Source: an optimization exercise on an open RTL-to-GDS flow (aim: small area, a short achievable clock period and few clock cycles). Production flows keep margins and buffers that such runs may drop. The RTL was checked by simulation tests, not by an equivalence proof against the original design. Power is estimated from default activity; no workload was simulated.

<file path="design/flow/config.mk">
export PLATFORM = sky130hd
export DESIGN_NAME = cnn
export DESIGN_NICKNAME = cnn
export VERILOG_FILES = /design/flow/design.v
export SDC_FILE = /design/flow/constraint.sdc
export NUM_CORES = 4
export LEC_CHECK = 0
export CAP_MARGIN = 20
export CORE_MARGIN = 2
export CORE_UTILIZATION = 40
export PLACE_DENSITY = 0.6
export SLEW_MARGIN = 20
</file>
<file path="design/flow/constraint.sdc">
create_clock -name core_clock -period 11.0 [get_ports {clk}]
set_input_delay 2.2000 -clock core_clock [delete_from_list [all_inputs] [get_ports {clk}]]
set_output_delay 2.2000 -clock core_clock [all_outputs]
set_load 0.01 [all_outputs]
</file>
<file path="design/flow/design.v">
parameter LOOP_BIT = 8;  
parameter MEM_SIZE = 16;
parameter DATA_SIZE = 8;
parameter INTE = 4;
parameter FRAC = DATA_SIZE - INTE;
module cnn_ctrl(
clk,
rst,
en,
pset_done,
conv_done,
eras_done,
maxp_done,
done,
pset_en,
conv_en,
eras_en,
maxp_en
);
parameter LOOP_BIT = 8;  
parameter MEM_SIZE = 16;
parameter DATA_SIZE = 8;
parameter INTE = 4;
parameter FRAC = DATA_SIZE - INTE;
parameter
ST_PSET = 4,
ST_CONV = 0,
ST_ERAS = 1,
ST_MAXP = 2,
ST_DONE = 3;
input clk;
input rst;
input en;
input pset_done;
input conv_done;
input eras_done;
input maxp_done;
output done;
output pset_en;  
output conv_en;  
output eras_en;  
output maxp_en;  
reg done;
reg pset_en;  
reg conv_en;  
reg eras_en;  
reg maxp_en;  
reg [2:0] ns;
reg [2:0] cs;
wire [1:0]  mode;
assign mode = 2'b11;
always@(*) begin
  ns = cs;
  case(cs)
  ST_PSET: begin
    if(!pset_en && pset_done) begin
      if(mode[1]) ns = ST_CONV;
      else        ns = ST_ERAS;
    end
  end
  ST_CONV: begin
    if(!conv_en && conv_done)
      if(mode[0]) ns = ST_ERAS;
      else        ns = ST_DONE;
  end
  ST_ERAS: begin
    if(!eras_en && eras_done)
      ns = ST_MAXP;
  end
  ST_MAXP: begin
    if(!maxp_en && maxp_done)
      ns = ST_DONE;
  end
  ST_DONE: begin
    if(en)
      ns = ST_PSET;
  end
  default: ns = cs;
  endcase
end
always@(posedge clk or posedge rst) begin
  if(rst) begin
    done    <= 0;
    pset_en <= 0;
    conv_en <= 0;
    eras_en <= 0;
    maxp_en <= 0;
  end
  else begin
    case(cs)
    ST_PSET: begin
      pset_en <= 0;
      if(!pset_en && pset_done)
        if(mode[1]) conv_en <= 1;
        else        eras_en <= 1;
    end
    ST_CONV: begin
      conv_en <= 0;
      if(!conv_en && conv_done)
        if(mode[0]) eras_en <= 1;
        else        done    <= 1;
    end
    ST_ERAS: begin
      eras_en <= 0;
      if(!eras_en && eras_done)
        maxp_en <= 1;
    end
    ST_MAXP: begin
      maxp_en <= 0;
      if(!maxp_en && maxp_done)
        done <= 1;
    end
    ST_DONE: begin
      if(en) begin
        done    <= 0;
	      pset_en <= 1;
      end
    end
    default: begin
      done    <= 0;
      pset_en <= 0;
      conv_en <= 0;
      eras_en <= 0;
      maxp_en <= 0;
    end
    endcase
  end
end
always@(posedge clk or posedge rst) begin
  if(rst) begin
    cs <= ST_DONE;
  end
  else begin
    cs <= ns;
  end
end
endmodule
module cnn_mem_sel(
clk,
rst,
conv_en,
eras_en,
maxp_en,
conv_in_ra,
eras_in_we,
eras_in_wa,
eras_in_wd,
maxp_in_we,
maxp_in_wa,
maxp_in_wd,
conv_out_wa,
maxp_out_ra,
in_we,
in_ad,
in_wd,
out_ad
);
parameter LOOP_BIT = 8;  
parameter MEM_SIZE = 16;
parameter DATA_SIZE = 8;
parameter INTE = 4;
parameter FRAC = DATA_SIZE - INTE;
input clk;
input rst;
input conv_en;  
input eras_en;  
input maxp_en;  
input [MEM_SIZE-1:0]  conv_in_ra;
input                 eras_in_we;
input [MEM_SIZE-1:0]  eras_in_wa;
input [DATA_SIZE-1:0] eras_in_wd;
input                 maxp_in_we;
input [MEM_SIZE-1:0]  maxp_in_wa;
input [DATA_SIZE-1:0] maxp_in_wd;
input [MEM_SIZE-1:0]  conv_out_wa;
input [MEM_SIZE-1:0]  maxp_out_ra;
output                 in_we;
output [MEM_SIZE-1:0]  in_ad;
output [DATA_SIZE-1:0] in_wd;
output [MEM_SIZE-1:0]  out_ad;
reg                 in_we;
reg [MEM_SIZE-1:0]  in_ad;
reg [DATA_SIZE-1:0] in_wd;
reg [MEM_SIZE-1:0]  out_ad;
reg       in_we_sel;
reg [1:0] in_ad_sel;
reg out_ad_sel;
always@(*) begin
  in_we  = eras_in_we;
  in_wd  = eras_in_wd;
  in_ad  = conv_in_ra;
  out_ad = conv_out_wa;
  case(in_we_sel)
  0:begin
    in_we = eras_in_we;
    in_wd = eras_in_wd;
  end
  1:begin
    in_we = maxp_in_we; 
    in_wd = maxp_in_wd;
  end
  default: begin
    in_we  = eras_in_we;
    in_wd  = eras_in_wd;
  end
  endcase
  case(in_ad_sel)
  0:in_ad = conv_in_ra;
  1:in_ad = eras_in_wa;
  2:in_ad = maxp_in_wa;
  default: in_ad  = conv_in_ra;
  endcase
  case(out_ad_sel)
  0:out_ad = conv_out_wa;
  1:out_ad = maxp_out_ra;
  default: out_ad = conv_out_wa;
  endcase
end
always@(posedge clk or posedge rst) begin
  if(rst) begin
    in_we_sel  <= 0;
    in_ad_sel  <= 0;
    out_ad_sel <= 0;
  end
  else begin
    if(conv_en) begin
      in_ad_sel  <= 0;
      out_ad_sel <= 0;
    end
    else if(eras_en) begin
      in_we_sel  <= 0;
      in_ad_sel  <= 1;
    end
    else if(maxp_en) begin
      in_we_sel  <= 1;
      in_ad_sel  <= 2;
      out_ad_sel <= 1;
    end
  end
end
endmodule
module cnn_pset(
clk,
rst,
en,
ps_rd,
done,
ps_ra,
R,
C,
M,
N,
K,
S,
IR,
IC,
nIR,
nIC,
nP,
MP
);
parameter LOOP_BIT = 8;  
parameter MEM_SIZE = 16;
parameter DATA_SIZE = 8;
parameter INTE = 4;
parameter FRAC = DATA_SIZE - INTE;
input clk;
input rst;
input en;
input [DATA_SIZE-1:0] ps_rd;
output done;
output [MEM_SIZE-1:0]  ps_ra;
output [DATA_SIZE-1:0] R;
output [DATA_SIZE-1:0] C;
output [DATA_SIZE-1:0] M;
output [DATA_SIZE-1:0] N;
output [DATA_SIZE-1:0] K;
output [DATA_SIZE-1:0] S;
output [DATA_SIZE-1:0] IR;
output [DATA_SIZE-1:0] IC;
output [DATA_SIZE-1:0] nIR;
output [DATA_SIZE-1:0] nIC;
output [DATA_SIZE-1:0] nP;
output [DATA_SIZE-1:0] MP;
reg done;
reg [MEM_SIZE-1:0]  ps_ra;
reg en_reg;
reg [DATA_SIZE-1:0] sf_reg [0:11];
parameter
DONE = 0,
LOAD = 1;
reg ns;
reg cs;
assign R   = sf_reg[0]; 
assign C   = sf_reg[1];
assign M   = sf_reg[2];
assign N   = sf_reg[3];
assign K   = sf_reg[4];
assign S   = sf_reg[5];
assign IR  = sf_reg[6];
assign IC  = sf_reg[7];
assign nIR = sf_reg[8];
assign nIC = sf_reg[9];
assign nP  = sf_reg[10];
assign MP  = sf_reg[11];
always@(*) begin
  ns = cs;
  case(cs)
  LOAD:begin
    if(ps_ra==12)
      ns = DONE;
  end
  DONE:begin
    if(en)
      ns = LOAD;
  end
  default: ns = cs;
  endcase
end
integer i;
always@(posedge clk or posedge rst) begin
  if(rst) begin
    done   <= 1;
    ps_ra  <= 0;
    en_reg <= 0;
  end
  else begin
    case(cs)
    LOAD:begin
      if(ps_ra==12) begin
        en_reg <= 0;
	      done   <= 1; 
      end
      else begin
        ps_ra  <= ps_ra + 1;
        en_reg <= 1;
      end
    end
    DONE:begin
      if(en) begin
        done <= 0;
        ps_ra  <= 0;
      end
    end
    default: begin
      done   <= 1;
      ps_ra  <= 0;
      en_reg <= 0;
    end
    endcase
  end
end
always@(posedge clk or posedge rst) begin
  if(rst) begin
    for(i=0;i<12;i=i+1)
      sf_reg[i] <= 0;
  end
  else begin
    if(en_reg) begin
      sf_reg[11] <= ps_rd;
      for(i=10;i>=0;i=i-1)
        sf_reg[i] <= sf_reg[i+1];
    end
  end
end
always@(posedge clk or posedge rst) begin
  if(rst) begin
    cs <= DONE;
  end
  else begin
    cs <= ns;
  end
end
endmodule
module conv_ctrl(
clk,
rst,
en,
we,
N,
K,
rr,
cc,
mm,
nn,
ii,
jj,
done,
loop_en,
unit_en_d2,
set_b_d2
);
parameter LOOP_BIT = 8;  
parameter MEM_SIZE = 16;
parameter DATA_SIZE = 8;
parameter INTE = 4;
parameter FRAC = DATA_SIZE - INTE;
parameter
ST_LOOP = 0,
ST_BIAS = 1,
ST_DONE = 2;
input clk;
input rst;
input en;
input we;
input [DATA_SIZE-1:0] N;
input [DATA_SIZE-1:0] K;
input [LOOP_BIT-1:0] rr;
input [LOOP_BIT-1:0] cc;
input [LOOP_BIT-1:0] mm;
input [LOOP_BIT-1:0] nn;
input [LOOP_BIT-1:0] ii;
input [LOOP_BIT-1:0] jj;
output done;
output loop_en;
output unit_en_d2;
output set_b_d2;
reg done;
reg loop_en;
reg unit_en_d2;
reg set_b_d2;
reg unit_en;
reg unit_en_d1;
reg set_b;
reg set_b_d1;
reg [1:0] ns;
reg [1:0] cs;
always@(*) begin
  ns = cs;
  case(cs)
  ST_LOOP:begin 
    if( (nn==N-1)&&(ii==K-1)&&(jj==K-1) )
      ns = ST_BIAS;
  end
  ST_BIAS:begin
    if( (rr==0)&&(cc==0)&&(mm==0) )
      ns = ST_DONE;
    else 
      ns = ST_LOOP;
  end
  ST_DONE:begin
    if(en) ns = ST_LOOP;
  end
  default: ns = cs;
  endcase
end
always@(posedge clk or posedge rst) begin
  if(rst) begin
    done       <= 1;
    loop_en    <= 0;
    unit_en    <= 0;
    unit_en_d1 <= 0;
    unit_en_d2 <= 0;
    set_b      <= 0;
    set_b_d1   <= 0;
    set_b_d2   <= 0;
  end
  else begin
    unit_en_d1 <= unit_en;
    unit_en_d2 <= unit_en_d1;
    set_b_d1   <= set_b;
    set_b_d2   <= set_b_d1;
    case(cs)
    ST_LOOP:begin   
      if( (nn==N-1)&&(ii==K-1)&&(jj==K-1) ) begin
        loop_en <= 0;
        set_b   <= 1;
      end
    end
    ST_BIAS:begin
      set_b <= 0;
      if( (rr==0)&&(cc==0)&&(mm==0) ) begin
        loop_en <= 0;
	      unit_en <= 0;
      end
      else begin
        loop_en <= 1;
      end
    end
    ST_DONE:begin
      if(we)
        done    <= 1;
      if(en) begin
        loop_en <= 1;
        done    <= 0;
        unit_en <= 1;
      end
    end
    default:begin
      set_b   <= set_b;
      loop_en <= loop_en;
      done    <= done;
      unit_en <= unit_en;
    end
    endcase
  end
end
always@(posedge clk or posedge rst) begin
  if(rst) begin
    cs <= ST_DONE;
  end
  else begin
    cs <= ns;
  end
end
endmodule
module conv_loop(
clk,
rst,
en,
R,
C,
M,
N,
K,
rr, 
cc,
mm,
nn,
ii,
jj
);
parameter LOOP_BIT = 8;  
parameter MEM_SIZE = 16;
parameter DATA_SIZE = 8;
parameter INTE = 4;
parameter FRAC = DATA_SIZE - INTE;
input clk;
input rst;
input en;
input [DATA_SIZE-1:0] R;
input [DATA_SIZE-1:0] C;
input [DATA_SIZE-1:0] M;
input [DATA_SIZE-1:0] N;
input [DATA_SIZE-1:0] K;
output [LOOP_BIT-1:0] rr;
output [LOOP_BIT-1:0] cc;
output [LOOP_BIT-1:0] mm;
output [LOOP_BIT-1:0] nn;
output [LOOP_BIT-1:0] ii;
output [LOOP_BIT-1:0] jj;
reg [LOOP_BIT-1:0] rr;
reg [LOOP_BIT-1:0] cc;
reg [LOOP_BIT-1:0] mm;
reg [LOOP_BIT-1:0] nn;
reg [LOOP_BIT-1:0] ii;
reg [LOOP_BIT-1:0] jj;
wire	r1;
wire	c1;
wire	m1;
wire	n1;
wire	i1;
wire	j1;
assign	r1 = (jj==K-1) && (ii==K-1) && (nn==N-1) && (mm==M-1) && (cc==C-1) && (rr==R-1);
assign	c1 = (jj==K-1) && (ii==K-1) && (nn==N-1) && (mm==M-1) && (cc==C-1);
assign	m1 = (jj==K-1) && (ii==K-1) && (nn==N-1) && (mm==M-1);
assign	n1 = (jj==K-1) && (ii==K-1) && (nn==N-1);
assign	i1 = (jj==K-1) && (ii==K-1);
assign	j1 = (jj==K-1);
always@(posedge clk or posedge rst) begin
	if(rst) begin
    	jj <= 0;
    	ii <= 0;
    	nn <= 0;
    	mm <= 0;
    	cc <= 0;
    	rr <= 0;
	end
	else begin
		jj <= 	(en) 	   ? (j1 ? 0 : jj + 1) : jj;
		ii <= 	(en && j1) ? (i1 ? 0 : ii + 1) : ii;
		nn <= 	(en && i1) ? (n1 ? 0 : nn + 1) : nn;
		mm <= 	(en && n1) ? (m1 ? 0 : mm + 1) : mm;
		cc <= 	(en && m1) ? (c1 ? 0 : cc + 1) : cc;
		rr <= 	(en && c1) ? (r1 ? 0 : rr + 1) : rr;
	end
end
endmodule
module conv_addr(
clk,
rst,
en,
R,
C,
K,
S,
IR,
IC,
rr, 
cc,
mm,
nn,
ii,
jj,
in_addr,
out_addr_d1,
w_addr,
b_addr
);
parameter LOOP_BIT = 8;  
parameter MEM_SIZE = 16;
parameter DATA_SIZE = 8;
parameter INTE = 4;
parameter FRAC = DATA_SIZE - INTE;
input clk;
input rst;
input en;
input [DATA_SIZE-1:0] R;
input [DATA_SIZE-1:0] C;
input [DATA_SIZE-1:0] K;
input [DATA_SIZE-1:0] S;
input [DATA_SIZE-1:0] IR;
input [DATA_SIZE-1:0] IC;
input [LOOP_BIT-1:0] rr;
input [LOOP_BIT-1:0] cc;
input [LOOP_BIT-1:0] mm;
input [LOOP_BIT-1:0] nn;
input [LOOP_BIT-1:0] ii;
input [LOOP_BIT-1:0] jj;
output [MEM_SIZE-1:0] in_addr;
output [MEM_SIZE-1:0] out_addr_d1;
output [MEM_SIZE-1:0] w_addr;
output [MEM_SIZE-1:0] b_addr;
reg [MEM_SIZE-1:0] in_addr;
reg [MEM_SIZE-1:0] out_addr_d1;
reg [MEM_SIZE-1:0] w_addr;
reg [MEM_SIZE-1:0] b_addr;
reg [MEM_SIZE-1:0] out_addr;
wire r0;
wire c0;
wire m0;
wire n0;
wire i0;
wire j0;
assign r0 = (rr==0);
assign c0 = (cc==0);
assign m0 = (mm==0);
assign n0 = (nn==0);
assign i0 = (ii==0);
assign j0 = (jj==0);
always@(posedge clk or posedge rst) begin
  if(rst) begin
    in_addr <= 0;
  end
  else begin
    if(en) begin
      if(n0 && i0 && j0)
        in_addr <= S*rr*IC + S*cc;
      else if(i0 && j0)
        in_addr <= in_addr + IR*IC - (K-1)*IC - (K-1);
      else if(j0)
        in_addr <= in_addr + IC - (K-1);
      else
        in_addr <= in_addr + 1;
    end
  end
end
always@(posedge clk or posedge rst) begin
  if(rst) begin
    out_addr    <= 0;
    out_addr_d1 <= 0;
  end
  else begin
    out_addr_d1 <= out_addr;
    if(en) begin
      if(r0 && c0 && m0 && n0 && i0 && j0)
        out_addr <= 0;
      else if(m0 && n0 && i0 && j0)
        out_addr <= rr*C + cc;
      else if(n0 && i0 && j0)
        out_addr <= out_addr + R*C;
    end
  end
end
always@(posedge clk or posedge rst) begin
  if(rst) begin
    w_addr <= 0;
  end
  else begin
    if(en) begin
      if(m0 && n0 && i0 && j0)
        w_addr <= 0;
      else
        w_addr <= w_addr + 1;
    end
  end
end
always@(posedge clk or posedge rst) begin
  if(rst) begin
    b_addr <= 0;
  end
  else begin
    if(en) begin
      if(m0 && n0 && i0 && j0)
        b_addr <= 0;
      else if(n0 && i0 && j0)
        b_addr <= b_addr + 1;
    end
  end
end
endmodule
module conv_unit(
clk,
rst,
en,
set_b,
in_data,
w_data,
b_data,
out_wa_in,
out_we_d2,
out_wa_d2,
out_wd_d2
);
parameter LOOP_BIT = 8;  
parameter MEM_SIZE = 16;
parameter DATA_SIZE = 8;
parameter INTE = 4;
parameter FRAC = DATA_SIZE - INTE;
parameter HALF_SIZE = DATA_SIZE/2;
input clk;
input rst;
input set_b;
input en;
input [DATA_SIZE-1:0] in_data;
input [DATA_SIZE-1:0] w_data;
input [DATA_SIZE-1:0] b_data;
input [MEM_SIZE-1:0]  out_wa_in;
output out_we_d2;
output [MEM_SIZE-1:0]  out_wa_d2;
output [DATA_SIZE-1:0] out_wd_d2;
reg r_en;
reg r_set_b;
reg [HALF_SIZE+DATA_SIZE-1:0] r_in_data;
reg [HALF_SIZE+DATA_SIZE-1:0] r_w_data;
reg [HALF_SIZE+DATA_SIZE-1:0] r_b_data;
reg [MEM_SIZE-1:0]         r_out_wa_in;
reg  zero_buf;
reg [HALF_SIZE+DATA_SIZE-1:0] tmp_in_w;
reg [HALF_SIZE+DATA_SIZE-1:0] tmp_data;
reg [HALF_SIZE+DATA_SIZE-1:0] add_num;
reg [HALF_SIZE+DATA_SIZE-1:0] add_num2;
reg out_we_d1;
reg [MEM_SIZE-1:0]  out_wa_d1;
reg [HALF_SIZE+DATA_SIZE-1:0] out_wd_d1;
reg out_we_d2;
reg [MEM_SIZE-1:0]  out_wa_d2;
reg [DATA_SIZE-1:0] out_wd_d2;
wire in0;
assign in0 = (in_data[7:0] == 8'b0);
always@(posedge clk or posedge rst) begin
  if(rst) begin
    r_en          <= 0;
    r_set_b       <= 0;
    r_in_data     <= 0;
    zero_buf      <= 0;
    r_w_data      <= 0;
    r_b_data      <= 0;
    r_out_wa_in   <= 0;
  end
  else begin
    r_en          <= en;
    r_set_b       <= set_b;
    r_in_data     <= (in0) ? 0 : {{HALF_SIZE{in_data[DATA_SIZE-1]}}, in_data};
    r_w_data      <= {{HALF_SIZE{ w_data[DATA_SIZE-1]}},  w_data};            
    r_b_data      <= {{HALF_SIZE{ b_data[DATA_SIZE-1]}},  b_data} << FRAC;    
    r_out_wa_in   <= out_wa_in;
    zero_buf      <= (in0) ? 1 : 0;
  end
end
always@(*) begin
  tmp_in_w = zero_buf ? 0 : r_in_data * r_w_data;
  tmp_data = r_set_b ? r_b_data : tmp_in_w;
  add_num =  tmp_data + out_wd_d1;
  if(out_we_d1)
    add_num = tmp_in_w;
end
always@(posedge clk or posedge rst) begin
  if(rst) begin
    out_we_d1 <= 0;
    out_wa_d1 <= 0;
    out_wd_d1 <= 0;
  end
  else begin
    if(r_en) begin
      out_we_d1 <= r_set_b;
      out_wa_d1 <= r_out_wa_in;
      out_wd_d1 <= add_num;
    end
    else begin
      out_we_d1 <= 0;  
      out_wa_d1 <= 0;
      out_wd_d1 <= 0;
    end
  end
end
always@(posedge clk or posedge rst) begin
  if(rst) begin
    out_we_d2 <= 0;
    out_wa_d2 <= 0;
    out_wd_d2 <= 0;
  end
  else begin
    out_we_d2 <= out_we_d1;
    out_wa_d2 <= out_wa_d1;
    out_wd_d2 <= out_wd_d1[HALF_SIZE+DATA_SIZE-1] ? 0 : 
                 out_wd_d1[HALF_SIZE+DATA_SIZE-1-INTE:FRAC] + out_wd_d1[FRAC-1];
  end
end
endmodule
module conv(
clk,
rst,
en,
R,
C,
M,
N,
K,
S,
IR,
IC,
in_rd,
w_rd,
b_rd,
done,
in_ra,
w_ra,
b_ra,
out_we,
out_wa,
out_wd
);
parameter LOOP_BIT = 8;  
parameter MEM_SIZE = 16;
parameter DATA_SIZE = 8;
parameter INTE = 4;
parameter FRAC = DATA_SIZE - INTE;
input clk;
input rst;
input en;
input [DATA_SIZE-1:0] R;
input [DATA_SIZE-1:0] C;
input [DATA_SIZE-1:0] M;
input [DATA_SIZE-1:0] N;
input [DATA_SIZE-1:0] K;
input [DATA_SIZE-1:0] S;
input [DATA_SIZE-1:0] IR;
input [DATA_SIZE-1:0] IC;
input [DATA_SIZE-1:0] in_rd;
input [DATA_SIZE-1:0] w_rd;
input [DATA_SIZE-1:0] b_rd;
output done;
output [MEM_SIZE-1:0]  in_ra;
output [MEM_SIZE-1:0]  w_ra;
output [MEM_SIZE-1:0]  b_ra;
output                 out_we;
output [MEM_SIZE-1:0]  out_wa;
output [DATA_SIZE-1:0] out_wd;
wire loop_en;
wire unit_en_d2;
wire set_b_d2;
wire [LOOP_BIT-1:0] rr;
wire [LOOP_BIT-1:0] cc;
wire [LOOP_BIT-1:0] mm;
wire [LOOP_BIT-1:0] nn;
wire [LOOP_BIT-1:0] ii;
wire [LOOP_BIT-1:0] jj;
wire [MEM_SIZE-1:0] out_addr_d1;
conv_ctrl ctrl0(
.clk(clk),
.rst(rst),
.en(en),
.we(out_we),
.N(N),
.K(K),
.rr(rr),
.cc(cc),
.mm(mm),
.nn(nn),
.ii(ii),
.jj(jj),
.done(done),
.loop_en(loop_en),
.unit_en_d2(unit_en_d2),
.set_b_d2(set_b_d2)
);
conv_loop loop0(
.clk(clk),
.rst(rst),
.en(loop_en),
.R(R),
.C(C),
.M(M),
.N(N),
.K(K),
.rr(rr), 
.cc(cc),
.mm(mm),
.nn(nn),
.ii(ii),
.jj(jj)
);
conv_addr addr0(
.clk(clk),
.rst(rst),
.en(loop_en),
.R(R),
.C(C),
.K(K),
.S(S),
.IR(IR),
.IC(IC),
.rr(rr), 
.cc(cc),
.mm(mm),
.nn(nn),
.ii(ii),
.jj(jj),
.in_addr(in_ra),
.out_addr_d1(out_addr_d1),
.w_addr(w_ra),
.b_addr(b_ra)
);
conv_unit unit0(
.clk(clk),
.rst(rst),
.en(unit_en_d2),
.set_b(set_b_d2),
.in_data(in_rd),
.w_data(w_rd),
.b_data(b_rd),
.out_wa_in(out_addr_d1),
.out_we_d2(out_we),
.out_wa_d2(out_wa),
.out_wd_d2(out_wd)
);
endmodule
module eras(
clk,
rst,
en,
M,
nIR,
nIC,
done,
in_we,
in_wa,
in_wd
);
parameter LOOP_BIT = 8;  
parameter MEM_SIZE = 16;
parameter DATA_SIZE = 8;
parameter INTE = 4;
parameter FRAC = DATA_SIZE - INTE;
parameter
ST_ERAS = 0,
ST_DONE = 1;
input clk;
input rst;
input en;
input [DATA_SIZE-1:0] M;
input [DATA_SIZE-1:0] nIR;
input [DATA_SIZE-1:0] nIC;
output done;
output                 in_we;
output [MEM_SIZE-1:0]  in_wa;
output [DATA_SIZE-1:0] in_wd;
reg done;
reg                 in_we;
reg [MEM_SIZE-1:0]  in_wa;
reg ns;
reg cs;
always@(*) begin
  ns = cs;
  case(cs)
  ST_ERAS:begin
    if(in_wa == M*nIR*nIC-1)
      ns = ST_DONE;
  end
  ST_DONE:begin
    if(en)
      ns = ST_ERAS;
  end
  default: ns = cs;
  endcase
end
assign in_wd = 0;
always@(posedge clk or posedge rst) begin
  if(rst) begin
    done  <= 1;
    in_we <= 0;
    in_wa <= 0;
  end
  else begin
    case(cs)
    ST_ERAS:begin
      if(in_wa == M*nIR*nIC-1) begin
        done  <= 1;
        in_we <= 0;
        in_wa <= 0;
      end
      else begin
        in_wa <= in_wa + 1;
      end
    end
    ST_DONE:begin
      if(en) begin
        done  <= 0;
	      in_we <= 1;
      end
    end
    default: begin
      done  <= done;
      in_we <= in_we;
      in_wa <= in_wa;
    end
    endcase
  end
end
always@(posedge clk or posedge rst) begin
  if(rst) begin
    cs <= ST_DONE;
  end
  else begin
    cs <= ns;
  end
end
endmodule
module maxp_ctrl(
clk,
rst,
en,
unit_we,
M,
nIR,
nIC,
nP,
MP,
mm,
nirr,
nicc,
ii,
jj,
done,
loop_en,
unit_en_d2,
in_we_d1
);
parameter LOOP_BIT = 8;  
parameter MEM_SIZE = 16;
parameter DATA_SIZE = 8;
parameter INTE = 4;
parameter FRAC = DATA_SIZE - INTE;
parameter
ST_LOOP = 0,
ST_DONE = 1;
input clk;
input rst;
input en;
input unit_we;
input [DATA_SIZE-1:0] M;
input [DATA_SIZE-1:0] nIR;
input [DATA_SIZE-1:0] nIC;
input [DATA_SIZE-1:0] nP;
input [DATA_SIZE-1:0] MP;
input [LOOP_BIT-1:0] mm;
input [LOOP_BIT-1:0] nirr;
input [LOOP_BIT-1:0] nicc;
input [LOOP_BIT-1:0] ii;
input [LOOP_BIT-1:0] jj;
output done;
output loop_en;
output unit_en_d2;
output in_we_d1;
reg done;
reg loop_en;
reg loop_en_d1;
reg unit_en_d2;
reg in_we_d1;
reg in_we;
reg ns;
reg cs;
wire em;
wire enir;
wire enic;
wire ei;
wire ej;
assign em   = (mm==M-1);
assign enir = (nirr==nIR-1-nP);
assign enic = (nicc==nIC-1-nP);
assign ei   = (ii==MP-1);
assign ej   = (jj==MP-1);
always@(*) begin
  ns = cs;
  case(cs)
  ST_LOOP:begin 
    if( em && enir && enic && ei && ej )
      ns = ST_DONE;
  end
  ST_DONE:begin
    if(en) ns = ST_LOOP;
  end
  default: ns = cs;
  endcase
end
always@(posedge clk or posedge rst) begin
  if(rst) begin
    done       <= 1;
    loop_en    <= 0;
    loop_en_d1 <= 0;
    unit_en_d2 <= 0;
    in_we_d1   <= 0;
    in_we      <= 0;
  end
  else begin
    in_we_d1   <= in_we;
    loop_en_d1 <= loop_en;
    unit_en_d2 <= loop_en_d1;
    case(cs)
    ST_LOOP:begin   
      if( em && enir && enic && ei && ej ) begin
        loop_en <= 0;
      end
      in_we <= (ei && ej);
    end
    ST_DONE:begin
      in_we <= 0;
      if(unit_we)
        done    <= 1;
      if(en) begin
        loop_en <= 1;
	      done    <= 0;
      end
    end
    default:begin
      loop_en <= loop_en;   
      in_we   <= in_we; 
      done    <= done; 
    end
    endcase
  end
end
always@(posedge clk or posedge rst) begin
  if(rst) begin
    cs <= ST_DONE;
  end
  else begin
    cs <= ns;
  end
end
endmodule
module maxp_loop(
clk,
rst,
en,
M,
nIR,
nIC,
nP,
MP,
mm,
nirr,
nicc,
niro,
nico,
ii,
jj
);
parameter LOOP_BIT = 8;  
parameter MEM_SIZE = 16;
parameter DATA_SIZE = 8;
parameter INTE = 4;
parameter FRAC = DATA_SIZE - INTE;
input clk;
input rst;
input en;
input [DATA_SIZE-1:0] M;
input [DATA_SIZE-1:0] nIR;
input [DATA_SIZE-1:0] nIC;
input [DATA_SIZE-1:0] nP;
input [DATA_SIZE-1:0] MP;
output [LOOP_BIT-1:0] mm;
output [LOOP_BIT-1:0] nirr;
output [LOOP_BIT-1:0] nicc;
output [LOOP_BIT-1:0] niro;
output [LOOP_BIT-1:0] nico;
output [LOOP_BIT-1:0] ii;
output [LOOP_BIT-1:0] jj;
reg [LOOP_BIT-1:0] mm;
reg [LOOP_BIT-1:0] nirr;
reg [LOOP_BIT-1:0] nicc;
reg [LOOP_BIT-1:0] niro;
reg [LOOP_BIT-1:0] nico;
reg [LOOP_BIT-1:0] ii;
reg [LOOP_BIT-1:0] jj;
always@(posedge clk or posedge rst) begin
  if(rst) begin
    mm   <= 0;
    nirr <= 0;
    nicc <= 0;
    niro <= 0;
    nico <= 0;
    ii   <= 0;
    jj   <= 0;
  end
  else begin
    if(en) begin
      if(jj != MP-1) begin
        jj <= jj + 1;
      end
      else begin
        jj <= 0;
	if(ii != MP-1) begin
          ii <= ii + 1; 
	end
	else begin
          ii <= 0;
	  if(nicc != nIC-1-nP) begin
            nicc <= nicc + 1;
            nico <= nico + 1;
	  end
	  else begin
            nicc <= nP;
            nico <= 0;
	    if(nirr != nIR-1-nP) begin
	      nirr <= nirr + 1;
	      niro <= niro + 1;
	    end
	    else begin
	      nirr <= nP;
	      niro <= 0;
	      if(mm != M-1) begin
	        mm <= mm + 1;
	      end
	      else begin
	        mm <= 0;
	      end
	    end
	  end
	end
      end
    end
    else begin  
      nirr <= nP;
      nicc <= nP;
    end
  end
end
endmodule
module maxp_addr(
clk,
rst,
en,
R,
C,
nIC,
nP,
MP,
mm,
nirr,
nicc,
niro,
nico,
ii,
jj,
in_addr_d1,
out_addr
);
parameter LOOP_BIT = 8;  
parameter MEM_SIZE = 16;
parameter DATA_SIZE = 8;
parameter INTE = 4;
parameter FRAC = DATA_SIZE - INTE;
input clk;
input rst;
input en;
input [DATA_SIZE-1:0] R;
input [DATA_SIZE-1:0] C;
input [DATA_SIZE-1:0] nIC;
input [DATA_SIZE-1:0] nP;
input [DATA_SIZE-1:0] MP;
input [LOOP_BIT-1:0] mm;
input [LOOP_BIT-1:0] nirr;
input [LOOP_BIT-1:0] nicc;
input [LOOP_BIT-1:0] niro;
input [LOOP_BIT-1:0] nico;
input [LOOP_BIT-1:0] ii;
input [LOOP_BIT-1:0] jj;
output [MEM_SIZE-1:0] in_addr_d1;
output [MEM_SIZE-1:0] out_addr;
reg [MEM_SIZE-1:0] in_addr_d1;
reg [MEM_SIZE-1:0] in_addr;
reg [MEM_SIZE-1:0] out_addr;
wire m0;
wire nirp;
wire nicp;
wire nir0;
wire nic0;
wire i0;
wire j0;
assign m0   = (mm==0);
assign nirp = (nirr==nP);
assign nicp = (nicc==nP);
assign nir0 = (niro==0);
assign nic0 = (nico==0);
assign i0   = (ii==0);
assign j0   = (jj==0);
always@(posedge clk or posedge rst) begin
  if(rst) begin
    in_addr  <= 0;
    in_addr_d1 <= 0;
  end
  else begin
    in_addr_d1 <= in_addr;
    if(en) begin
      if(m0 && nirp && nicp && i0 && j0)
        in_addr <= nP*nIC + nP;
      else if(nirp && nicp && i0 && j0)
        in_addr <= in_addr + nP + 1 + 2*nP*nIC + nP;
      else if(nicp && i0 && j0)
        in_addr <= in_addr + 2*nP + 1;
      else if(i0 && j0)
        in_addr <= in_addr + 1;
    end
  end
end
always@(posedge clk or posedge rst) begin
  if(rst) begin
    out_addr    <= 0;
  end
  else begin
    if(en) begin
      if(m0 && nir0 && nic0 && i0 && j0)
        out_addr <= 0;
      else if(nic0 && i0 && j0)
        out_addr <= out_addr + 1;
      else if(i0 && j0)
        out_addr <= out_addr - C + 1;
      else if(j0)
        out_addr <= out_addr + C - MP + 1;
      else
        out_addr <= out_addr + 1;
    end
  end
end
endmodule
module maxp_unit(
clk,
rst,
en,
we_in,
wa_in,
in_data,
we_d1,
wa_d1,
wd_d1
);
parameter LOOP_BIT = 8;  
parameter MEM_SIZE = 16;
parameter DATA_SIZE = 8;
parameter INTE = 4;
parameter FRAC = DATA_SIZE - INTE;
input clk;
input rst;
input en;
input we_in;
input [MEM_SIZE-1:0]  wa_in;
input [DATA_SIZE-1:0] in_data;
output we_d1;
output [MEM_SIZE-1:0]  wa_d1;
output [DATA_SIZE-1:0] wd_d1;
reg we_d1;
reg [MEM_SIZE-1:0]  wa_d1;
reg [DATA_SIZE-1:0] wd_d1;
reg r_en;
reg r_we_in;
reg [MEM_SIZE-1:0]  r_wa_in;
reg [DATA_SIZE-1:0] r_in_data;
reg [DATA_SIZE-1:0] sub_data;
always@(posedge clk or posedge rst) begin
  if(rst) begin
    r_en      <= 0;
    r_we_in   <= 0;
    r_wa_in   <= 0;
    r_in_data <= 0;
  end
  else begin
    r_en      <= en     ;
    r_we_in   <= we_in  ;
    r_wa_in   <= wa_in  ;
    r_in_data <= in_data;
  end
end
always@(*) begin
  sub_data  = wd_d1 - r_in_data;
end
always@(posedge clk or posedge rst) begin
  if(rst) begin
    we_d1 <= 0;
    wa_d1 <= 0;
    wd_d1 <= 0;
  end
  else begin
    we_d1 <= r_we_in;
    wa_d1 <= r_wa_in;
    if(r_en) begin
      if(we_d1 || sub_data[DATA_SIZE-1]) begin
        wd_d1 <= r_in_data;
      end
    end
    else begin
      wd_d1 <= 0;
    end
  end
end
endmodule
module maxp(
clk,
rst,
en,
R,
C,
M,
nIR,
nIC,
nP,
MP,
out_rd,
done,
out_ra,
in_we,
in_wa,
in_wd
);
parameter LOOP_BIT = 8;  
parameter MEM_SIZE = 16;
parameter DATA_SIZE = 8;
parameter INTE = 4;
parameter FRAC = DATA_SIZE - INTE;
input clk;
input rst;
input en;
input [DATA_SIZE-1:0] R;
input [DATA_SIZE-1:0] C;
input [DATA_SIZE-1:0] M;
input [DATA_SIZE-1:0] nIR;
input [DATA_SIZE-1:0] nIC;
input [DATA_SIZE-1:0] nP;
input [DATA_SIZE-1:0] MP;
input [DATA_SIZE-1:0] out_rd;
output done;
output [MEM_SIZE-1:0] out_ra;
output in_we;
output [MEM_SIZE-1:0]  in_wa;
output [DATA_SIZE-1:0] in_wd;
wire loop_en;
wire unit_en;
wire ctrl_in_we;
wire [LOOP_BIT-1:0] mm;
wire [LOOP_BIT-1:0] nirr;
wire [LOOP_BIT-1:0] nicc;
wire [LOOP_BIT-1:0] niro;
wire [LOOP_BIT-1:0] nico;
wire [LOOP_BIT-1:0] ii;
wire [LOOP_BIT-1:0] jj;
wire [MEM_SIZE-1:0] in_addr;
maxp_ctrl ctrl0(
.clk(clk),
.rst(rst),
.en(en),
.unit_we(in_we),
.M(M),
.nIR(nIR),
.nIC(nIC),
.nP(nP),
.MP(MP),
.mm(mm),
.nirr(nirr),
.nicc(nicc),
.ii(ii),
.jj(jj),
.done(done),
.loop_en(loop_en),
.unit_en_d2(unit_en),
.in_we_d1(ctrl_in_we)
);
maxp_loop loop0(
.clk(clk),
.rst(rst),
.en(loop_en),
.M(M),
.nIR(nIR),
.nIC(nIC),
.nP(nP),
.MP(MP),
.mm(mm),
.nirr(nirr),
.nicc(nicc),
.niro(niro),
.nico(nico),
.ii(ii),
.jj(jj)
);
maxp_addr addr0(
.clk(clk),
.rst(rst),
.en(loop_en),
.R(R),
.C(C),
.nIC(nIC),
.nP(nP),
.MP(MP),
.mm(mm),
.nirr(nirr),
.nicc(nicc),
.niro(niro),
.nico(nico),
.ii(ii),
.jj(jj),
.in_addr_d1(in_addr),
.out_addr(out_ra)
);
maxp_unit unit0(
.clk(clk),
.rst(rst),
.en(unit_en),
.we_in(ctrl_in_we),
.wa_in(in_addr),
.in_data(out_rd),
.we_d1(in_we),
.wa_d1(in_wa),
.wd_d1(in_wd)
);
endmodule
module cnn(
clk,
rst,
en,
ps_rd,  
in_rd,  
w_rd,  
b_rd,  
out_rd,  
done,
ps_ra,
in_ad,
in_we,
in_wd,
w_ra,
b_ra,
out_ad,
out_we,
out_wd
);
parameter LOOP_BIT = 8;  
parameter MEM_SIZE = 16;
parameter DATA_SIZE = 8;
parameter INTE = 4;
parameter FRAC = DATA_SIZE - INTE;
input clk;
input rst;
input en;
input [DATA_SIZE-1:0]  ps_rd;
input [DATA_SIZE-1:0]  in_rd;
input [DATA_SIZE-1:0]  w_rd;
input [DATA_SIZE-1:0]  b_rd;
input [DATA_SIZE-1:0]  out_rd;
output done;
output [MEM_SIZE-1:0]  ps_ra;
output [MEM_SIZE-1:0]  in_ad;
output                 in_we;
output [DATA_SIZE-1:0] in_wd;
output [MEM_SIZE-1:0]  w_ra;
output [MEM_SIZE-1:0]  b_ra;
output [MEM_SIZE-1:0]  out_ad;
output                 out_we;
output [DATA_SIZE-1:0] out_wd;
wire pset_en;  
wire conv_en;  
wire eras_en;  
wire maxp_en;  
wire pset_done;
wire [DATA_SIZE-1:0] R;
wire [DATA_SIZE-1:0] C;
wire [DATA_SIZE-1:0] M;
wire [DATA_SIZE-1:0] N;
wire [DATA_SIZE-1:0] K;
wire [DATA_SIZE-1:0] S;
wire [DATA_SIZE-1:0] IR;
wire [DATA_SIZE-1:0] IC;
wire [DATA_SIZE-1:0] nIR;
wire [DATA_SIZE-1:0] nIC;
wire [DATA_SIZE-1:0] nP;
wire [DATA_SIZE-1:0] MP;
wire conv_done;
wire [MEM_SIZE-1:0]  conv_in_ra;
wire [MEM_SIZE-1:0]  conv_out_wa;
wire eras_done;
wire                 eras_in_we;
wire [MEM_SIZE-1:0]  eras_in_wa;
wire [DATA_SIZE-1:0] eras_in_wd;
wire maxp_done;
wire [MEM_SIZE-1:0]  maxp_out_ra;
wire                 maxp_in_we;
wire [MEM_SIZE-1:0]  maxp_in_wa;
wire [DATA_SIZE-1:0] maxp_in_wd;
cnn_ctrl ctrl0(
.clk(clk),
.rst(rst),
.en(en),
.pset_done(pset_done),
.conv_done(conv_done),
.eras_done(eras_done),
.maxp_done(maxp_done),
.done(done),
.pset_en(pset_en),
.conv_en(conv_en),
.eras_en(eras_en),
.maxp_en(maxp_en)
);
cnn_mem_sel mem_sel0(
.clk(clk),
.rst(rst),
.conv_en(conv_en),
.eras_en(eras_en),
.maxp_en(maxp_en),
.conv_in_ra(conv_in_ra),
.eras_in_we(eras_in_we),
.eras_in_wa(eras_in_wa),
.eras_in_wd(eras_in_wd),
.maxp_in_we(maxp_in_we),
.maxp_in_wa(maxp_in_wa),
.maxp_in_wd(maxp_in_wd),
.conv_out_wa(conv_out_wa),
.maxp_out_ra(maxp_out_ra),
.in_we(in_we),
.in_ad(in_ad),
.in_wd(in_wd),
.out_ad(out_ad)
);
cnn_pset pset0(
.clk(clk),
.rst(rst),
.en(pset_en),
.ps_rd(ps_rd),
.done(pset_done),
.ps_ra(ps_ra),
.R(R),
.C(C),
.M(M),
.N(N),
.K(K),
.S(S),
.IR(IR),
.IC(IC),
.nIR(nIR),
.nIC(nIC),
.nP(nP),
.MP(MP)
);
conv conv0(
.clk(clk),
.rst(rst),
.en(conv_en),
.R(R),
.C(C),
.M(M),
.N(N),
.K(K),
.S(S),
.IR(IR),
.IC(IC),
.in_rd(in_rd),
.w_rd(w_rd),
.b_rd(b_rd),
.done(conv_done),
.in_ra(conv_in_ra),
.w_ra(w_ra),
.b_ra(b_ra),
.out_we(out_we),
.out_wa(conv_out_wa),
.out_wd(out_wd)
);
eras eras0(
.clk(clk),
.rst(rst),
.en(eras_en),
.M(M),
.nIR(nIR),
.nIC(nIC),
.done(eras_done),
.in_we(eras_in_we),
.in_wa(eras_in_wa),
.in_wd(eras_in_wd)
);
maxp maxp0(
.clk(clk),
.rst(rst),
.en(maxp_en),
.R(R),
.C(C),
.M(M),
.nIR(nIR),
.nIC(nIC),
.nP(nP),
.MP(MP),
.out_rd(out_rd),
.done(maxp_done),
.out_ra(maxp_out_ra),
.in_we(maxp_in_we),
.in_wa(maxp_in_wa),
.in_wd(maxp_in_wd)
);
endmodule
</file>
<file path="design/flow/run.sh">
#!/bin/bash
# synth_recipe.tcl (not shown) runs the flow's synth.tcl, then flattens the netlist and writes it again
# the make line also repeats each setting of config.mk as NAME=value (left out here)
make -C /OpenROAD-flow-scripts/flow DESIGN_CONFIG=/design/flow/config.mk WORK_HOME=/design/flow/orfs CLKGATE_MAP_FILE= SYNTH_SCRIPT=/design/flow/synth_recipe.tcl finish
</file>
==> summary.md <==
| Metric | Value |
|---|---|
| Outcome | `no timing/DRC/antenna violations` |
| Hold-fix buffers, CTS | `0` |
| Hold Startpoint | `conv0.unit0.out_wa_d1[5]` |
| Arrival @ worst endpoint | `10.80 ns` |
| Total Die Area | `154000 um^2` |
| Synth unique cells | `99` |
| Cts bufs inserted | `71` |
| First-pass DRT Iterations | `5` |
| Max-cap violations | `0` |
| CP Max Fanout | `9` |
| Port Buf Inserts | `138` |
| GRT Util Overall | `21.1%` |
| Rel. slew slack | `24.4%` |
| Switch Pwr | `1.33 mW` |
| Post-Syn Area per Cell | `9.03 um^2` |
| Synthesized instance count | `6668` |
| CP delay by family, top | `adder cells` |
| Core Region | `150000 um^2` |
| Post-synthesis instance area | `60200 um^2` |
| Primary FF master, synth | `dfrtp_1` |
| Initial detailed-routing violation count | `2855` |
| Post-synth EDFFs | `0` |
| RR Startpoint | `pset0.sf_reg[2][2]` |
| Leak pwr | `31.5 nW` |
| Post-DP Area | `63700 um^2` |
| WS Path Type | `flip-flop to flip-flop` |
| Initial Utilization | `40.2%` |
| Vias | `45800` |
| Worst Max-Slew Pin Slew | `1.13 ns` |
| Longest Clk Path Bufs | `3` |
| Worst Hold Class | `flip-flop to flip-flop` |
| Row cnt | `142` |
| Clock sink count | `540` |
| Final Max Tran Viols | `0` |
| Worst Setup SP | `pset0.sf_reg[2][2]` |
| Buf/Inv on CP | `7` |
| Initial antenna violation count | `4` |
| Avg Vias per Cell | `5.22` |
| Cell-internal power | `3.73 mW` |
| Routed len/inst | `18.2 um` |
| Root Driver | `clkbuf_16` |
| Final Cycle Share | `92.7%` |
| Crit path time final | `10.20 ns` |
| Share of cells above drive strength 1 | `5.28%` |
| Synth Register Bits | `540` |
| Diode count | `0` |
| Setup_tns | `0 ns` |
| Pwr Total | `5.06 mW` |
| Die Span Y | `392 um` |
| Final core utilization | `44.4%` |
| CP max stage cell | `or4_1` |
| Power share of the combinational group | `10.2%` |
| Worst-path clk slew | `0.06 ns` |
| Layout fillers | `14500` |
| VDD IR max | `0.109 mV` |
| Sequential share of the synthesized area | `22.5%` |
| Syn. warnings | `13` |
| Worst Clk Skew | `0.0286 ns` |
| Die W | `392 um` |
| Vias in the first global route | `46900` |
| Req. time, crit path | `11.61 ns` |
| Nets | `7941` |
| Sw frac | `26.4%` |
| Max reg flops | `96` |
| Number of remaining DRC errors | `0` |
| Async S/R FF share, synth | `100%` |
| Area Overhead vs Synth | `10.2%` |
| CP Launch Type | `flip-flop` |
| Antenna viol nets, final | `0` |
| PD cells | `76.3 nW/um^2` |
| H-tree levels | `3` |
| Final hold viol count | `0` |
| Final WL | `159 mm` |
| CP endpoint kind | `flip-flop` |
| Cell mode on critical path | `fa_1` |
| Sequential share of power | `39.6%` |
| Clock latency (worst-skew pair) | `0.70 ns` |
| Global placement routability congestion | `0.868` |
| Maximum number of pins on one net before global-route repair | `157` |
| Crit-path max cell delay | `0.62 ns` |
| Grt total ovfl | `0` |
| RSZ-0062 raised after global routing | `false` |
| Final-report setup violation count | `0` |
| Final HPWL DP | `121 mm` |
| Design area | `66400 um^2` |
| First-pass GRT wire length | `259 mm` |
| Ports | `142` |
| Maximum achievable frequency | `98.1 MHz` |
| CTS tree | `yes` |
| Clock share of power | `50.2%` |
==> cells by family after synthesis <==
logic type               count (synthesis)  synth area share (%)
adder cells (fa/ha/maj)               1208                  33.1
other                                    1               0.00623
flip-flops                             540                  22.5
multiplexers                           142                  2.55
XOR/XNOR                               465                  6.99
AO/OA/AOI/OAI                          921                  9.53
AND/OR/NAND/NOR                       2081                  17.1
buffers and inverters                 1310                  8.20
==> layer usage <==
layer  up-vias  track usage [%]  part of all wire [%]  wire, um
met5         -                0                     0         0
met4         0             5.80                   2.6      4090
met3       205             2.73                   5.0      7900
met2      1038             33.9                    46     73400
met1     22900             29.8                    46     73700
li1      21600                -                     -         -
==> power groups by stage <==
stage	combinational [mW]	sequential [mW]	clock, mW
after global placement	0.514	2.04	0
after CTS	0.528	2.00	2.61
after detailed placement	0.524	2.04	0
final	0.518	2.00	2.54
after floorplan	0.394	2.04	0
after global routing	0.597	2.00	2.69
==> layout make-up <==
cell class	count	area [um^2]	area share, %
clock buffers	90	1950	2.94
clock inverters	40	597	0.899
inverters	1037	3900	5.87
multi-input cells	4820	41800	63.0
flip-flops and latches	540	13500	20.4
well taps	2016	2520	3.80
repair buffers	220	2040	3.08
==> final timing paths <==
path                            cells after the start  slack, ns                        to
worst max-delay path                               37       0.80                eras0.done
worst min-delay path                                0       0.35  conv0.unit0.out_wa_d2[5]
worst max register to register                     37       0.80                eras0.done
worst min register to register                      0       0.35  conv0.unit0.out_wa_d2[5]
max in group asynchronous                           4       7.08     conv0.addr0.w_addr[1]
min in group asynchronous                           2       1.86  maxp0.unit0.r_in_data[3]
==> worst reg2reg max path: cells and delay by family (launching register included) <==
kind / cells / cell delay (ns)
compound gates: 11 / 2.56
xor+xnor: 1 / 0.13
fa+ha+maj: 9 / 3.88
buf+inv: 7 / 0.60
flops: 1 / 0.55
simple gates: 9 / 2.40
==> synthesized netlist by cell type (20+ instances only) <==
master	count	area [um^2]
nand4_1	55	344
a31oi_1	32	200
clkbuf_1	260	976
nand2_1	683	2560
fa_1	642	12900
or3_1	43	269
a21o_1	47	353
o21ai_0	301	1510
o31ai_1	32	240
o21bai_1	20	150
o21a_1	32	240
inv_1	1028	3860
nor4_1	31	194
dfrtp_1	531	13300
and3_1	53	332
o22ai_1	26	163
o211ai_1	22	165
xor2_1	146	1280
mux2_2	88	991
a21boi_0	22	165
a22oi_1	21	158
a211oi_1	21	158
nand2b_1	44	275
ha_1	566	7080
nand3_1	136	681
nor2b_1	73	457
mux2i_1	53	531
and2_1	396	2480
nor3_1	125	626
xnor2_1	309	2710
nor2_1	342	1280
a21oi_1	226	1130
==> what timing repair did <==
item | in CTS | in global routing
resized for setup | 0 | 7
setup endpoints to repair | 0 | 17
buffers inserted | 0 | 4
==> stage by stage <==
stage / hold WS, ns / worst slack (ns) / std cells
after global placement: 0.332 / 0.462 / 8628
after global routing: 0.353 / 0.0527 / 8763
final: 0.345 / 0.801 / 8763
after floorplan: 0.331 / 1.05 / 6670
after CTS: 0.347 / 0.231 / 8758
after detailed placement: 0.335 / 0.274 / 8628
==> cell usage in the layout (no fill, tap or decap), drive strengths merged, types with 19 or more instances in the layout <==
cell type      netlist  routed
a211oi              22      22
a21boi              22      22
a21o                47      47
a21oi              226     226
a22oi               21      21
a31oi               32      32
and2               396     396
and3                53      53
buf                 13      82
clkbuf             260      90
clkdlybuf4s50        0     138
clkinv               8      27
dfrtp              531     531
fa                 642     642
ha                 566     566
inv               1029    1032
mux2                89      89
mux2i               53      53
nand2              683     683
nand2b              45      45
nand3              136     136
nand4               55      55
nor2               344     344
nor2b               73      73
nor3               125     125
nor4                31      31
o211ai              23      23
o21a                32      32
o21ai              304     304
o21bai              20      20
o22ai               26      26
o31ai               32      32
or2                 19      19
or3                 43      43
xnor2              309     309
xor2               147     147
Testbench counts, summed over its fixed seeds: cycles 9,392,656.

==> separate check: timing with driven ports <==
No port has a modelled driver above. Below, the same layout with a new extraction and two added sets of constraints.
Step 1: set_driving_cell puts a clkbuf_16 on clk and a buf_2 on each other input, an assumption about the parent block.
Step 2, shift: input delay + t, output delay - t, t = (earliest + latest rising clock arrival at the registers) / 2. This alone moves slack from input paths to output paths.
a / b / c = ideal / step 1 / step 2; a / b = the first two.
t, ns: 0.760
setup slack, ns: 0.801 / 0.801 / 0.801
hold slack, ns: 0.345 / 0.345 / 0.345
worst data-port slew with drivers (ns): 0.08
After both steps this run still meets setup and hold. The setup slack of this run moves by 0.000 ns with the drivers and by 0.000 ns with both steps.
